What follows belongs to an exercise in optimizing a design on an open flow for small area, a short achievable clock period and few clock cycles; a production flow would make more cautious choices. Where RTL was checked, it was by simulation tests only, not by an equivalence proof against the original. No activity file was given, so power comes from the tool's default toggle rates.

==> run a <==
Design levinson_top, start of the top module:
module levinson_top(clock, reset, start, done,
	scratch_mem_read_addr, scratch_mem_in,
	scratch_mem_write_addr, scratch_mem_out, scratch_mem_write_en);
clock: 20.0 ns
lec_check: 0
abc_area: 1
cap_margin: 20
core_margin: 2
core_utilization: 40
place_density: 0.6
slew_margin: 20
run.sh (not shown) runs the stock make flow with config.mk's settings and CLKGATE_MAP_FILE= SYNTH_SCRIPT=/design/flow/synth_recipe.tcl, a recipe that flattens the netlist after the stock synthesis.
==> inputs of run b, as changes to run a <==
--- a/flow/design.v
+++ b/flow/design.v
@@ -478,11 +478,11 @@
 		input [3:0] idx;
 		bufa = {4'h1, b ? 4'h5 : 4'h3, idx};
 	endfunction
 	reg [1:0] mode;
 	reg p0, p1, p2;
-	reg ma_lo, mb_lo, t_lm, a_ld, sh_k, ng_k, ng_s, lz_k;
+	reg ma_lo, mb_lo, t_lm, a_ld, sh_k, ng_s, lz_k;
 	reg [4:0] amtk;           
 	reg t0pos;                
 	reg pro;                  
 	reg [3:0] it;             
 	reg lit;                  
@@ -503,10 +503,12 @@
 	reg unst;
 	reg [3:0] dcnt;           
 	reg [15:0] rem;
 	reg [16:0] d3;            
 	reg [5:0] ec;             
+	wire [5:0] ecn = ec + 6'd1;
+	reg e6, e7, e10, e13, e16, e39, ew1, ew2;
 	reg [3:0] rcn;            
 	reg [3:0] wm;
 	reg [4:0] s4;
 	reg sa_acc, sa_sum, sa_sh4, sb_ad, sb_acc, sb_mi;
 	reg [31:0] X, Y, H, AD, acc, sum, K, alp, inv, MI;
@@ -542,10 +544,14 @@
 	wire [31:0] oa = ({32{sa_acc}} & acc) | ({32{sa_sum}} & sum) | ({32{sa_sh4}} & sh4);
 	wire [31:0] ob = ({32{sb_ad}} & comp(AD)) | ({32{sb_acc}} & acc) | ({32{sb_mi}} & comp(MI));
 	wire [31:0] o_raw = oa + ob;
 	wire o_ovf = (oa[31] == ob[31]) && (o_raw[31] != oa[31]);
 	wire [31:0] o_sum = o_ovf ? (oa[31] ? MIN32 : MAX32) : o_raw;
+	wire [31:0] wd_v = f3 ? {{4{K[31]}}, K[31:4]} : o_sum;
+	wire [31:0] wd_f = fmt(wd_v);
+	wire [15:0] wd_hv = lit ? inv[15:0] : K[31:16];
+	wire [31:0] wd_h = {{16{wd_hv[15]}}, wd_hv};
 	wire [16:0] rnd_y = (sum[31] == sum[30]) ? sum[30:14] : sum[31:15];    
 	wire [15:0] rnd_hi = (rnd_y[16:1] == 16'h7fff && rnd_y[0]) ? 16'h7fff : rnd_y[16:1] + {15'd0, rnd_y[0]};
 	wire [31:0] kk_post = {1'b0, ~(acc[31] ? ng_out[30:0] : acc[30:0])};    
 	wire [31:0] i1_post = (acc == MIN32) ? 32'hffff_ffff :
 	                      (acc[31] ? MAX32 : {1'b0, ~acc[30:0]});           
@@ -586,34 +592,38 @@
 		ms <= mps;
 		mc <= mpc;
 		T <= t_next;
 		acc <= acc_next;
 		MI <= scratch_mem_in;
+		AD <= MI;                 
 		we <= 1'b0;
 		done_r <= 1'b0;
+		wd <= wd_f;
+		wa <= bufa(it[0], rm);
+		ra <= bufa(~it[0], um);
+		if (dcnt == 4'd8) rem <= r2t[16] ? {rem[14:0], 1'b0} : r2t[15:0];
+		else if (!q3t[18]) rem <= q3t[15:0];
+		else if (!q2t[18]) rem <= q2t[15:0];
+		else if (!q1t[18]) rem <= q1t[15:0];
+		else rem <= rb[15:0];
 		if (dcnt != 4'd0) begin
 			dcnt <= dcnt - 4'd1;
 			if (dcnt == 4'd8) begin
 				d3 <= {1'b0, den} + {den, 1'b0};
-				rem <= r2t[16] ? {rem[14:0], 1'b0} : r2t[15:0];
 				inv <= {15'd0, ~r2t[16], 16'd0};
 			end else begin
-				if (!q3t[18]) rem <= q3t[15:0];
-				else if (!q2t[18]) rem <= q2t[15:0];
-				else if (!q1t[18]) rem <= q1t[15:0];
-				else rem <= rb[15:0];
 				inv[31:16] <= {inv[29:16], !q3t[18] || !q2t[18], !q3t[18] || (q2t[18] && !q1t[18])};
 			end
 		end
 		case (mode)
 		M_IDLE: begin
 			ra <= start ? 12'd273 : 12'd272;    
 			mode <= start ? M_RUN : M_IDLE;
 			pro <= start;
 			p0 <= 1'b0; p1 <= 1'b1; p2 <= 1'b0;
 			ma_lo <= 1'b0; mb_lo <= 1'b1; t_lm <= 1'b1; a_ld <= 1'b0;
-			sh_k <= 1'b1; ng_k <= 1'b0; ng_s <= 1'b1; lz_k <= 1'b0;
+			sh_k <= 1'b1; ng_s <= 1'b1; lz_k <= 1'b0;
 			it <= 4'd0;
 			lit <= 1'b0;
 			ch <= C_I1;
 			chw <= 3'd1;
 			nu <= 4'd0; ns <= 4'd0; ul <= 4'd0; sl <= 4'd0; du <= 4'd0;
@@ -624,10 +634,12 @@
 			r_u <= 1'b0; r_s <= 1'b0; r_s0 <= 1'b0; r_sl <= 1'b0;
 			r_al <= 1'b0; r_i2 <= 1'b0; r_fi <= 1'b0;
 			f1 <= 1'b0; f2 <= 1'b0; f3 <= 1'b0; f4 <= 1'b0;
 			t1 <= 1'b0; t2 <= 1'b0;
 			ec <= 6'd0;
+			e6 <= 1'b0; e7 <= 1'b0; e10 <= 1'b0; e13 <= 1'b0; e16 <= 1'b0; e39 <= 1'b0;
+			ew1 <= 1'b0; ew2 <= 1'b0;
 			sa_acc <= 1'b0; sa_sum <= 1'b0; sa_sh4 <= 1'b0;
 			sb_ad <= 1'b0; sb_acc <= 1'b0; sb_mi <= 1'b0;
 		end
 		M_RST: begin
 			rcn <= rcn + 4'd1;
@@ -648,12 +660,20 @@
 		end
 		default: begin    
 			p0 <= p2; p1 <= p0; p2 <= p1;
 			ma_lo <= ~(p0 | p2); a_ld <= p1 & ~p0;
 			mb_lo <= ~(p1 | p2); t_lm <= p0 & ~p2; sh_k <= p0 & ~p1;
-			ng_s <= p0 | (p1 & p2); ng_k <= ~(p0 | p1); lz_k <= p2 & ~p1;
-			if (lit) ec <= ec + 6'd1;
+			ng_s <= p0 | (p1 & p2); lz_k <= p2 & ~p1;
+			if (lit) ec <= ecn;
+			e6 <= lit && ecn == 6'd6;
+			e7 <= lit && ecn == 6'd7;
+			e10 <= lit && ecn == 6'd10;
+			e13 <= lit && ecn == 6'd13;
+			e16 <= lit && ecn == 6'd16;
+			e39 <= lit && ecn == 6'd39;
+			ew1 <= lit && (ecn == 6'd8 || (ecn >= 6'd14 && ecn <= 6'd38));
+			ew2 <= lit && (ecn == 6'd9 || (ecn >= 6'd15 && ecn <= 6'd39));
 			sa_acc <= p1 & r_u;
 			sa_sum <= p1 & r_s & ~r_s0;
 			sb_ad <= p1 & r_u;
 			sb_acc <= p1 & r_s;
 			sa_sh4 <= p2 & ~lit;
@@ -673,50 +693,50 @@
 					t2 <= 1'b1;
 				end
 				if (f4) begin
 					we <= 1'b1;
 					wa <= 12'd351 + {8'd0, it};
-					wd <= {{16{K[31]}}, K[31:16]};
+					wd <= wd_h;
 					f4 <= 1'b0;
 					if (unst) begin
 						mode <= M_RST;
 						rcn <= 4'd0;
 						dcnt <= 4'd0;
 					end
 				end
 				if (lit) begin
-					if (ec == 6'd7) ra <= 12'd352;
-					if (ec == 6'd10) ra <= 12'd353;
-					if (ec == 6'd10 || ec == 6'd13) begin
+					inv[15:0] <= rnd_hi;     
+					if (e7) ra <= 12'd352;
+					if (e10) ra <= 12'd353;
+					if (e10 || e13) begin
 						we <= 1'b1;
-						wa <= (ec == 6'd10) ? 12'd368 : 12'd369;
+						wa <= e10 ? 12'd368 : 12'd369;
 						wd <= MI;
 					end
-					if (ec == 6'd16) begin
+					if (e16) begin
 						we <= 1'b1;
 						wa <= 12'd784;
 						wd <= 32'd4096;
 					end
 				end
 			end
 			if (p1) begin
 				if (jct == T_U) ra <= bufa(~it[0], um);
-				if (r_u) AD <= MI;
 				if (t2) begin
-					H <= fmt(sum[31] ? ng_out : sum);
+					sum <= fmt(sum[31] ? ng_out : sum);
 					t0pos <= !sum[31] && (sum != 32'd0);
 					t2 <= 1'b0;
 				end
 				if (f2) begin
 					K <= sh_out;
 					f2 <= 1'b0;
 					f3 <= 1'b1;
 				end
-				if (lit && (ec == 6'd8 || (ec >= 6'd14 && ec <= 6'd38))) begin
+				if (lit && ew1) begin
 					we <= 1'b1;
 					wa <= {4'h3, 4'h1, wm};       
-					wd <= {{16{rnd_hi[15]}}, rnd_hi};
+					wd <= wd_h;
 				end
 				if (pro) begin
 					sum <= 32'd0;
 					s4 <= 5'b00001;
 					t1 <= 1'b1;
@@ -730,11 +750,11 @@
 						sum <= o_sum;
 						wm <= 4'd9 - jrk;
 					end else begin
 						we <= 1'b1;
 						wa <= bufa(it[0], rm);
-						wd <= fmt(o_sum);
+						wd <= wd_f;
 					end
 				end
 				if (r_s) begin
 					sum <= o_sum;
 					s4 <= o_ovf ? 5'b00001 : shl4s(o_raw);
@@ -754,19 +774,19 @@
 				case (jbt)
 				T_KK: begin X <= fmt(K); Y <= fmt(K); end
 				T_AL: begin X <= alp; Y <= fmt(kk_post); end
 				T_I1: begin X <= alp; Y <= inv; end
 				T_I2: begin X <= fmt(i1_post); Y <= inv; end
-				T_FI: begin X <= H; Y <= r_i2 ? fmt(acc) : inv; end
+				T_FI: begin X <= sum; Y <= r_i2 ? fmt(acc) : inv; end
 				T_U: begin X <= fmt(K); Y <= MI; end
 				T_S: begin X <= H; Y <= MI; end
 				default: ;
 				endcase
 				if (f3) begin
 					we <= 1'b1;
 					wa <= bufa(it[0], it);
-					wd <= fmt({{4{K[31]}}, K[31:4]});
+					wd <= wd_f;
 					unst <= (it >= 4'd2) && k_unst;
 					f3 <= 1'b0;
 					f4 <= 1'b1;
 				end
 				if (pro) begin
@@ -775,20 +795,20 @@
 					ex <= 5'd0;
 					dcnt <= 4'd8;
 					rem <= 16'h3fff;
 				end
 				if (lit) begin
-					if (ec == 6'd6) begin
+					if (e6) begin
 						sum <= {{4{K[31]}}, K[31:5], 1'b0};
 						wm <= 4'd10;
 					end
-					if (ec == 6'd9 || (ec >= 6'd15 && ec <= 6'd39)) begin
+					if (ew2) begin
 						we <= 1'b1;
 						wa <= {4'h1, 4'h4, wm};       
-						wd <= {{16{rnd_hi[15]}}, rnd_hi};
+						wd <= wd_h;
 					end
-					if (ec == 6'd39) done_r <= 1'b1;
+					if (e39) done_r <= 1'b1;
 				end
 				jrk <= jck;
 				r_u <= (jct == T_U);
 				r_s <= (jct == T_S);
 				r_s0 <= (jct == T_S) && (jck == 4'd0);
@@ -845,11 +865,11 @@
 						sl <= sl - 4'd1;
 						du <= du - 4'd1;
 						sfirst <= 1'b0;
 					end
 				end
-				if (lit && ec == 6'd39) begin
+				if (lit && e39) begin
 					mode <= M_IDLE;
 					ra <= 12'd272;
 				end
 			end
 		end
==> inputs of run c, as changes to run a <==
--- a/flow/design.v
+++ b/flow/design.v
@@ -478,11 +478,11 @@
 		input [3:0] idx;
 		bufa = {4'h1, b ? 4'h5 : 4'h3, idx};
 	endfunction
 	reg [1:0] mode;
 	reg p0, p1, p2;
-	reg ma_lo, mb_lo, t_lm, a_ld, sh_k, ng_k, ng_s, lz_k;
+	reg ma_lo, mb_lo, t_lm, a_ld, sh_k, ng_s;
 	reg [4:0] amtk;           
 	reg t0pos;                
 	reg pro;                  
 	reg [3:0] it;             
 	reg lit;                  
@@ -501,12 +501,13 @@
 	reg f1, f2, f3, f4;       
 	reg t1, t2;               
 	reg unst;
 	reg [3:0] dcnt;           
 	reg [15:0] rem;
-	reg [16:0] d3;            
 	reg [5:0] ec;             
+	wire [5:0] ecn = ec + 6'd1;
+	reg e6, e7, e10, e13, e16, e39, ew1, ew2;
 	reg [3:0] rcn;            
 	reg [3:0] wm;
 	reg [4:0] s4;
 	reg sa_acc, sa_sum, sa_sh4, sb_ad, sb_acc, sb_mi;
 	reg [31:0] X, Y, H, AD, acc, sum, K, alp, inv, MI;
@@ -528,11 +529,12 @@
 	wire p_big = (P == 32'h4000_0000);
 	wire p_small = (P[31:3] == 29'd0) && (P[2:0] != 3'd0);
 	wire [15:0] mq = p_small ? P[15:0] : (p_big ? 16'h7fff : P[30:15]);
 	wire [31:0] t_next = t_lm ? (p_big ? MAX32 : {P[30:0], 1'b0}) : {{15{mq[15]}}, mq, 1'b0};
 	wire [31:0] acc_next = a_ld ? T : sadd(acc, T);
-	wire [4:0] lz = nrm(lz_k ? K : acc);
+	wire [4:0] lz = nrm(acc);
+	wire [4:0] lzk = nrm(K);
 	wire [31:0] sh_out = (sh_k ? K : acc) << (sh_k ? amtk : lz);
 	wire [31:0] shl2_acc = (acc[31] != acc[30]) ? acc :
 	                       ((acc[31] != acc[29]) ? {acc[30:0], 1'b0} : {acc[29:0], 2'b0});
 	wire [31:0] ng_in = ng_s ? sum : (r_fi ? shl2_acc : acc);
 	wire [31:0] ng_out = (ng_in == MIN32) ? MAX32 : (~ng_in + 32'd1);
@@ -573,47 +575,87 @@
 		end
 	end
 	wire signed [15:0] kh = K[31:16];
 	wire k_unst = (kh > 16'sd32750) || (kh < -16'sd32750);
 	wire [15:0] den = alp[31:16];
-	wire [17:0] rb = {rem, 2'b00};                          
-	wire [18:0] q1t = {1'b0, rb} - {3'b0, den};
-	wire [18:0] q2t = {1'b0, rb} - {2'b0, den, 1'b0};
-	wire [18:0] q3t = {1'b0, rb} - {2'b0, d3};
-	wire [16:0] r2t = {rem, 1'b0} - {1'b0, den};            
+	wire [16:0] s1t = {rem, 1'b0} - {1'b0, den};
+	wire [15:0] s1r = s1t[16] ? {rem[14:0], 1'b0} : s1t[15:0];
+	wire [16:0] s2t = {s1r, 1'b0} - {1'b0, den};
+	wire [15:0] s2r = s2t[16] ? {s1r[14:0], 1'b0} : s2t[15:0];
 	wire [3:0] um = it - 4'd1 - jck;    
 	wire [3:0] rm = it - 4'd1 - jrk;    
+	wire run = (mode == M_RUN);
+	wire rst_m = (mode == M_RST);
+	wire w_u = run & p2 & r_u & ~lit;                    
+	wire w_f3 = run & p2 & f3;                           
+	wire w_f4 = run & p0 & f4;                           
+	wire w_lw = run & lit & ((p1 & ew1) | (p2 & ew2));   
+	wire w_mi = (run & p0 & lit & (e10 | e13)) | (rst_m & rcn >= 4'd3);
+	wire w_4k = (run & p0 & lit & e16) | (rst_m & rcn == 4'd0);
+	always @(posedge clock)
+		wd <= ({32{w_u}} & fmt(o_sum)) | ({32{w_f3}} & fmt({{4{K[31]}}, K[31:4]})) |
+		      ({32{w_f4}} & {{16{K[31]}}, K[31:16]}) | ({32{w_lw}} & {{16{inv[15]}}, inv[15:0]}) |
+		      ({32{w_mi}} & MI) | {19'd0, w_4k, 12'd0};
+	wire s_os = run & ((p2 & r_s) | (p0 & t1) | (p2 & r_u & lit));
+	wire s_ab = run & p1 & t2;
+	wire s_10 = run & p2 & lit & e6;
+	wire s_0 = run & p1 & pro;
+	always @(posedge clock)
+		if (s_os | s_ab | s_10 | s_0)
+			sum <= ({32{s_os}} & o_sum) | ({32{s_ab}} & fmt(sum[31] ? ng_out : sum)) |
+			       ({32{s_10}} & {{4{K[31]}}, K[31:5], 1'b0});
+	wire k_fi = run & p2 & r_fi;
+	wire k_f2 = run & p1 & f2;
+	always @(posedge clock)
+		if (k_fi | k_f2)
+			K <= ({32{k_fi}} & (t0pos ? ng_out : shl2_acc)) | ({32{k_f2}} & sh_out);
+	wire ld = run & p2;
+	wire x_k = (jbt == T_KK) | (jbt == T_U);
+	wire x_a = (jbt == T_AL) | (jbt == T_I1);
+	wire x_i = (jbt == T_I2);
+	wire x_s = (jbt == T_FI);
+	wire x_h = (jbt == T_S);
+	wire y_k = (jbt == T_KK);
+	wire y_kk = (jbt == T_AL);
+	wire y_i = (jbt == T_I1) | (jbt == T_I2) | ((jbt == T_FI) & ~r_i2);
+	wire y_a = (jbt == T_FI) & r_i2;
+	wire y_m = (jbt == T_U) | (jbt == T_S);
+	always @(posedge clock)
+		if (ld & (jbt != T_NONE)) begin
+			X <= ({32{x_k}} & fmt(K)) | ({32{x_a}} & alp) | ({32{x_i}} & fmt(i1_post)) |
+			     ({32{x_s}} & sum) | ({32{x_h}} & H);
+			Y <= ({32{y_k}} & fmt(K)) | ({32{y_kk}} & fmt(kk_post)) | ({32{y_i}} & inv) |
+			     ({32{y_a}} & fmt(acc)) | ({32{y_m}} & MI);
+		end
 	always @(posedge clock) begin
 		ms <= mps;
 		mc <= mpc;
 		T <= t_next;
 		acc <= acc_next;
 		MI <= scratch_mem_in;
+		AD <= MI;                 
 		we <= 1'b0;
 		done_r <= 1'b0;
+		wa <= bufa(it[0], rm);
+		ra <= bufa(~it[0], um);
+		rem <= (dcnt == 4'd8) ? s1r : s2r;
 		if (dcnt != 4'd0) begin
 			dcnt <= dcnt - 4'd1;
 			if (dcnt == 4'd8) begin
-				d3 <= {1'b0, den} + {den, 1'b0};
-				rem <= r2t[16] ? {rem[14:0], 1'b0} : r2t[15:0];
-				inv <= {15'd0, ~r2t[16], 16'd0};
+				inv <= {15'd0, ~s1t[16], 16'd0};
 			end else begin
-				if (!q3t[18]) rem <= q3t[15:0];
-				else if (!q2t[18]) rem <= q2t[15:0];
-				else if (!q1t[18]) rem <= q1t[15:0];
-				else rem <= rb[15:0];
-				inv[31:16] <= {inv[29:16], !q3t[18] || !q2t[18], !q3t[18] || (q2t[18] && !q1t[18])};
+				inv[31:16] <= {inv[29:16], ~s1t[16], ~s2t[16]};
 			end
 		end
 		case (mode)
 		M_IDLE: begin
 			ra <= start ? 12'd273 : 12'd272;    
 			mode <= start ? M_RUN : M_IDLE;
 			pro <= start;
 			p0 <= 1'b0; p1 <= 1'b1; p2 <= 1'b0;
 			ma_lo <= 1'b0; mb_lo <= 1'b1; t_lm <= 1'b1; a_ld <= 1'b0;
-			sh_k <= 1'b1; ng_k <= 1'b0; ng_s <= 1'b1; lz_k <= 1'b0;
+			sh_k <= 1'b1; ng_s <= 1'b1;
 			it <= 4'd0;
 			lit <= 1'b0;
 			ch <= C_I1;
 			chw <= 3'd1;
 			nu <= 4'd0; ns <= 4'd0; ul <= 4'd0; sl <= 4'd0; du <= 4'd0;
@@ -624,23 +666,25 @@
 			r_u <= 1'b0; r_s <= 1'b0; r_s0 <= 1'b0; r_sl <= 1'b0;
 			r_al <= 1'b0; r_i2 <= 1'b0; r_fi <= 1'b0;
 			f1 <= 1'b0; f2 <= 1'b0; f3 <= 1'b0; f4 <= 1'b0;
 			t1 <= 1'b0; t2 <= 1'b0;
 			ec <= 6'd0;
+			e6 <= 1'b0; e7 <= 1'b0; e10 <= 1'b0; e13 <= 1'b0; e16 <= 1'b0; e39 <= 1'b0;
+			ew1 <= 1'b0; ew2 <= 1'b0;
 			sa_acc <= 1'b0; sa_sum <= 1'b0; sa_sh4 <= 1'b0;
 			sb_ad <= 1'b0; sb_acc <= 1'b0; sb_mi <= 1'b0;
 		end
 		M_RST: begin
 			rcn <= rcn + 4'd1;
 			if (rcn < 4'd10) ra <= 12'd321 + {8'd0, rcn};
 			else ra <= 12'd358 + {8'd0, rcn};      
 			if (rcn == 4'd0) begin
-				we <= 1'b1; wa <= 12'd784; wd <= 32'd4096;
+				we <= 1'b1; wa <= 12'd784;
 			end else if (rcn >= 4'd3 && rcn <= 4'd12) begin
-				we <= 1'b1; wa <= 12'd782 + {8'd0, rcn}; wd <= MI;
+				we <= 1'b1; wa <= 12'd782 + {8'd0, rcn};
 			end else if (rcn >= 4'd13) begin
-				we <= 1'b1; wa <= 12'd339 + {8'd0, rcn}; wd <= MI;
+				we <= 1'b1; wa <= 12'd339 + {8'd0, rcn};
 			end
 			if (rcn == 4'd14) done_r <= 1'b1;
 			if (rcn == 4'd15) begin
 				mode <= M_IDLE;
 				ra <= 12'd272;
@@ -648,12 +692,20 @@
 		end
 		default: begin    
 			p0 <= p2; p1 <= p0; p2 <= p1;
 			ma_lo <= ~(p0 | p2); a_ld <= p1 & ~p0;
 			mb_lo <= ~(p1 | p2); t_lm <= p0 & ~p2; sh_k <= p0 & ~p1;
-			ng_s <= p0 | (p1 & p2); ng_k <= ~(p0 | p1); lz_k <= p2 & ~p1;
-			if (lit) ec <= ec + 6'd1;
+			ng_s <= p0 | (p1 & p2);
+			if (lit) ec <= ecn;
+			e6 <= lit && ecn == 6'd6;
+			e7 <= lit && ecn == 6'd7;
+			e10 <= lit && ecn == 6'd10;
+			e13 <= lit && ecn == 6'd13;
+			e16 <= lit && ecn == 6'd16;
+			e39 <= lit && ecn == 6'd39;
+			ew1 <= lit && (ecn == 6'd8 || (ecn >= 6'd14 && ecn <= 6'd38));
+			ew2 <= lit && (ecn == 6'd9 || (ecn >= 6'd15 && ecn <= 6'd39));
 			sa_acc <= p1 & r_u;
 			sa_sum <= p1 & r_s & ~r_s0;
 			sb_ad <= p1 & r_u;
 			sb_acc <= p1 & r_s;
 			sa_sh4 <= p2 & ~lit;
@@ -661,84 +713,73 @@
 			if (p0) begin
 				if (jat == T_S) ra <= 12'd273 + {8'd0, jak};
 				if (r_sl) ra <= 12'd273 + {8'd0, it};
 				if (jbt == T_S) H <= MI;
 				if (f1) begin
-					amtk <= (ex < lz) ? ex : lz;
+					amtk <= (ex < lzk) ? ex : lzk;
 					f1 <= 1'b0;
 					f2 <= 1'b1;
 				end
 				if (t1) begin
-					sum <= o_sum;
 					t1 <= 1'b0;
 					t2 <= 1'b1;
 				end
 				if (f4) begin
 					we <= 1'b1;
 					wa <= 12'd351 + {8'd0, it};
-					wd <= {{16{K[31]}}, K[31:16]};
 					f4 <= 1'b0;
 					if (unst) begin
 						mode <= M_RST;
 						rcn <= 4'd0;
 						dcnt <= 4'd0;
 					end
 				end
 				if (lit) begin
-					if (ec == 6'd7) ra <= 12'd352;
-					if (ec == 6'd10) ra <= 12'd353;
-					if (ec == 6'd10 || ec == 6'd13) begin
+					inv[15:0] <= rnd_hi;     
+					if (e7) ra <= 12'd352;
+					if (e10) ra <= 12'd353;
+					if (e10 || e13) begin
 						we <= 1'b1;
-						wa <= (ec == 6'd10) ? 12'd368 : 12'd369;
-						wd <= MI;
+						wa <= e10 ? 12'd368 : 12'd369;
 					end
-					if (ec == 6'd16) begin
+					if (e16) begin
 						we <= 1'b1;
 						wa <= 12'd784;
-						wd <= 32'd4096;
 					end
 				end
 			end
 			if (p1) begin
 				if (jct == T_U) ra <= bufa(~it[0], um);
-				if (r_u) AD <= MI;
 				if (t2) begin
-					H <= fmt(sum[31] ? ng_out : sum);
 					t0pos <= !sum[31] && (sum != 32'd0);
 					t2 <= 1'b0;
 				end
 				if (f2) begin
-					K <= sh_out;
 					f2 <= 1'b0;
 					f3 <= 1'b1;
 				end
-				if (lit && (ec == 6'd8 || (ec >= 6'd14 && ec <= 6'd38))) begin
+				if (lit && ew1) begin
 					we <= 1'b1;
 					wa <= {4'h3, 4'h1, wm};       
-					wd <= {{16{rnd_hi[15]}}, rnd_hi};
 				end
 				if (pro) begin
-					sum <= 32'd0;
 					s4 <= 5'b00001;
 					t1 <= 1'b1;
 				end
 			end
 			if (p2) begin
 				if (jat == T_U) ra <= bufa(~it[0], jak + 4'd1);
 				else if (jat == T_S) ra <= bufa(it[0], it - jak);
 				if (r_u) begin
 					if (lit) begin
-						sum <= o_sum;
 						wm <= 4'd9 - jrk;
 					end else begin
 						we <= 1'b1;
 						wa <= bufa(it[0], rm);
-						wd <= fmt(o_sum);
 					end
 				end
 				if (r_s) begin
-					sum <= o_sum;
 					s4 <= o_ovf ? 5'b00001 : shl4s(o_raw);
 					if (r_sl) t1 <= 1'b1;
 				end
 				if (r_al) begin
 					alp <= fmt(sh_out);
@@ -746,27 +787,15 @@
 					dcnt <= 4'd8;
 					rem <= 16'h3fff;
 				end
 				if (r_i2) inv <= fmt(acc);
 				if (r_fi) begin
-					K <= t0pos ? ng_out : shl2_acc;
 					f1 <= 1'b1;
 				end
-				case (jbt)
-				T_KK: begin X <= fmt(K); Y <= fmt(K); end
-				T_AL: begin X <= alp; Y <= fmt(kk_post); end
-				T_I1: begin X <= alp; Y <= inv; end
-				T_I2: begin X <= fmt(i1_post); Y <= inv; end
-				T_FI: begin X <= H; Y <= r_i2 ? fmt(acc) : inv; end
-				T_U: begin X <= fmt(K); Y <= MI; end
-				T_S: begin X <= H; Y <= MI; end
-				default: ;
-				endcase
 				if (f3) begin
 					we <= 1'b1;
 					wa <= bufa(it[0], it);
-					wd <= fmt({{4{K[31]}}, K[31:4]});
 					unst <= (it >= 4'd2) && k_unst;
 					f3 <= 1'b0;
 					f4 <= 1'b1;
 				end
 				if (pro) begin
@@ -775,20 +804,18 @@
 					ex <= 5'd0;
 					dcnt <= 4'd8;
 					rem <= 16'h3fff;
 				end
 				if (lit) begin
-					if (ec == 6'd6) begin
-						sum <= {{4{K[31]}}, K[31:5], 1'b0};
+					if (e6) begin
 						wm <= 4'd10;
 					end
-					if (ec == 6'd9 || (ec >= 6'd15 && ec <= 6'd39)) begin
+					if (ew2) begin
 						we <= 1'b1;
 						wa <= {4'h1, 4'h4, wm};       
-						wd <= {{16{rnd_hi[15]}}, rnd_hi};
 					end
-					if (ec == 6'd39) done_r <= 1'b1;
+					if (e39) done_r <= 1'b1;
 				end
 				jrk <= jck;
 				r_u <= (jct == T_U);
 				r_s <= (jct == T_S);
 				r_s0 <= (jct == T_S) && (jck == 4'd0);
@@ -845,11 +872,11 @@
 						sl <= sl - 4'd1;
 						du <= du - 4'd1;
 						sfirst <= 1'b0;
 					end
 				end
-				if (lit && ec == 6'd39) begin
+				if (lit && e39) begin
 					mode <= M_IDLE;
 					ra <= 12'd272;
 				end
 			end
 		end
==> flow/flow/run.sh (new file) <==
#!/bin/bash
set -euo pipefail
bash standard.sh SETUP_SLACK_MARGIN=15 finish > standard.log 2>&1
==> flow/standard.sh (new file) <==
#!/bin/bash
# synth_recipe.tcl (not shown) runs the flow's synth.tcl, then flattens the netlist and writes it again
# the make line also repeats each setting of config.mk as NAME=value (left out here)
make -C /OpenROAD-flow-scripts/flow DESIGN_CONFIG=/design/flow/config.mk WORK_HOME=/design/flow/orfs CLKGATE_MAP_FILE= SYNTH_SCRIPT=/design/flow/synth_recipe.tcl "${@:-finish}"
- CTS_CLUSTER_DIAMETER: not set -> 100
- CTS_CLUSTER_SIZE: not set -> 16
removed: flow/run.sh
==> run notes <==
metric	run c	run b	run a
Total power	8.23 mW	9.26 mW	8.90 mW
Wire per inst	29.5 um	30.4 um	26.5 um
Wire length on met3	32300 um	38000 um	24600 um
Total sequential power	1.82 mW	1.99 mW	2.00 mW
Total routed wire length on the met1 layer	99300 um	109000 um	97000 um
Run status	timing/DRC/antenna clean	timing/DRC/antenna clean	timing/DRC/antenna clean
Largest net degree at the start of global routing	66	98	72
Global-route wire length before repair	338000 um	404000 um	351000 um
Number of antenna violations at the first check in global routing	15	25	10
Die W	351 um	371 um	368 um
Post-placement setup slack	13.37 ns	14.06 ns	14.33 ns
Total stage count of the critical path	1	24	1
Total number of placement rows	127	134	133
Die outline area	123000 sq um	137000 sq um	135000 sq um
Testbench counts of run a, summed over its fixed seeds: cycles 1,370,400.
For run b and run c, only the layout was checked, not whether the RTL still works.

[afterwards: timing with drivers on the ports]
In the flow no input, the clock included, has a driving cell. The finished layouts below were timed again as built, in two steps.
Step 1, drivers: a clkbuf_16 drives clock and a buf_2 each remaining input, both assumed.
Step 2 moves the port delays by t, midway between the first and last clock arrival at a register: inputs arrive t later, outputs are due t later. That takes back most of the time a late clock gives input paths.
Three values: ideal, step 1, step 2; two values: the first two.
run	t, ns	slack for setup (ns)	worst hold slack (ns)	latest minus earliest clock arrival (ns)	worst data-port slew with drivers (ns)
run a	0.785	14.120 / 14.033 / 14.252	0.422 / 0.422 / 0.422	0.067 / 0.067	0.09
run b	0.795	13.553 / 13.553 / 13.553	0.417 / 0.417 / 0.417	0.055 / 0.054	0.05
run c	0.765	14.773 / 14.688 / 14.829	0.383 / 0.383 / 0.383	0.042 / 0.042	0.12
After both steps setup and hold are still met in every run listed.
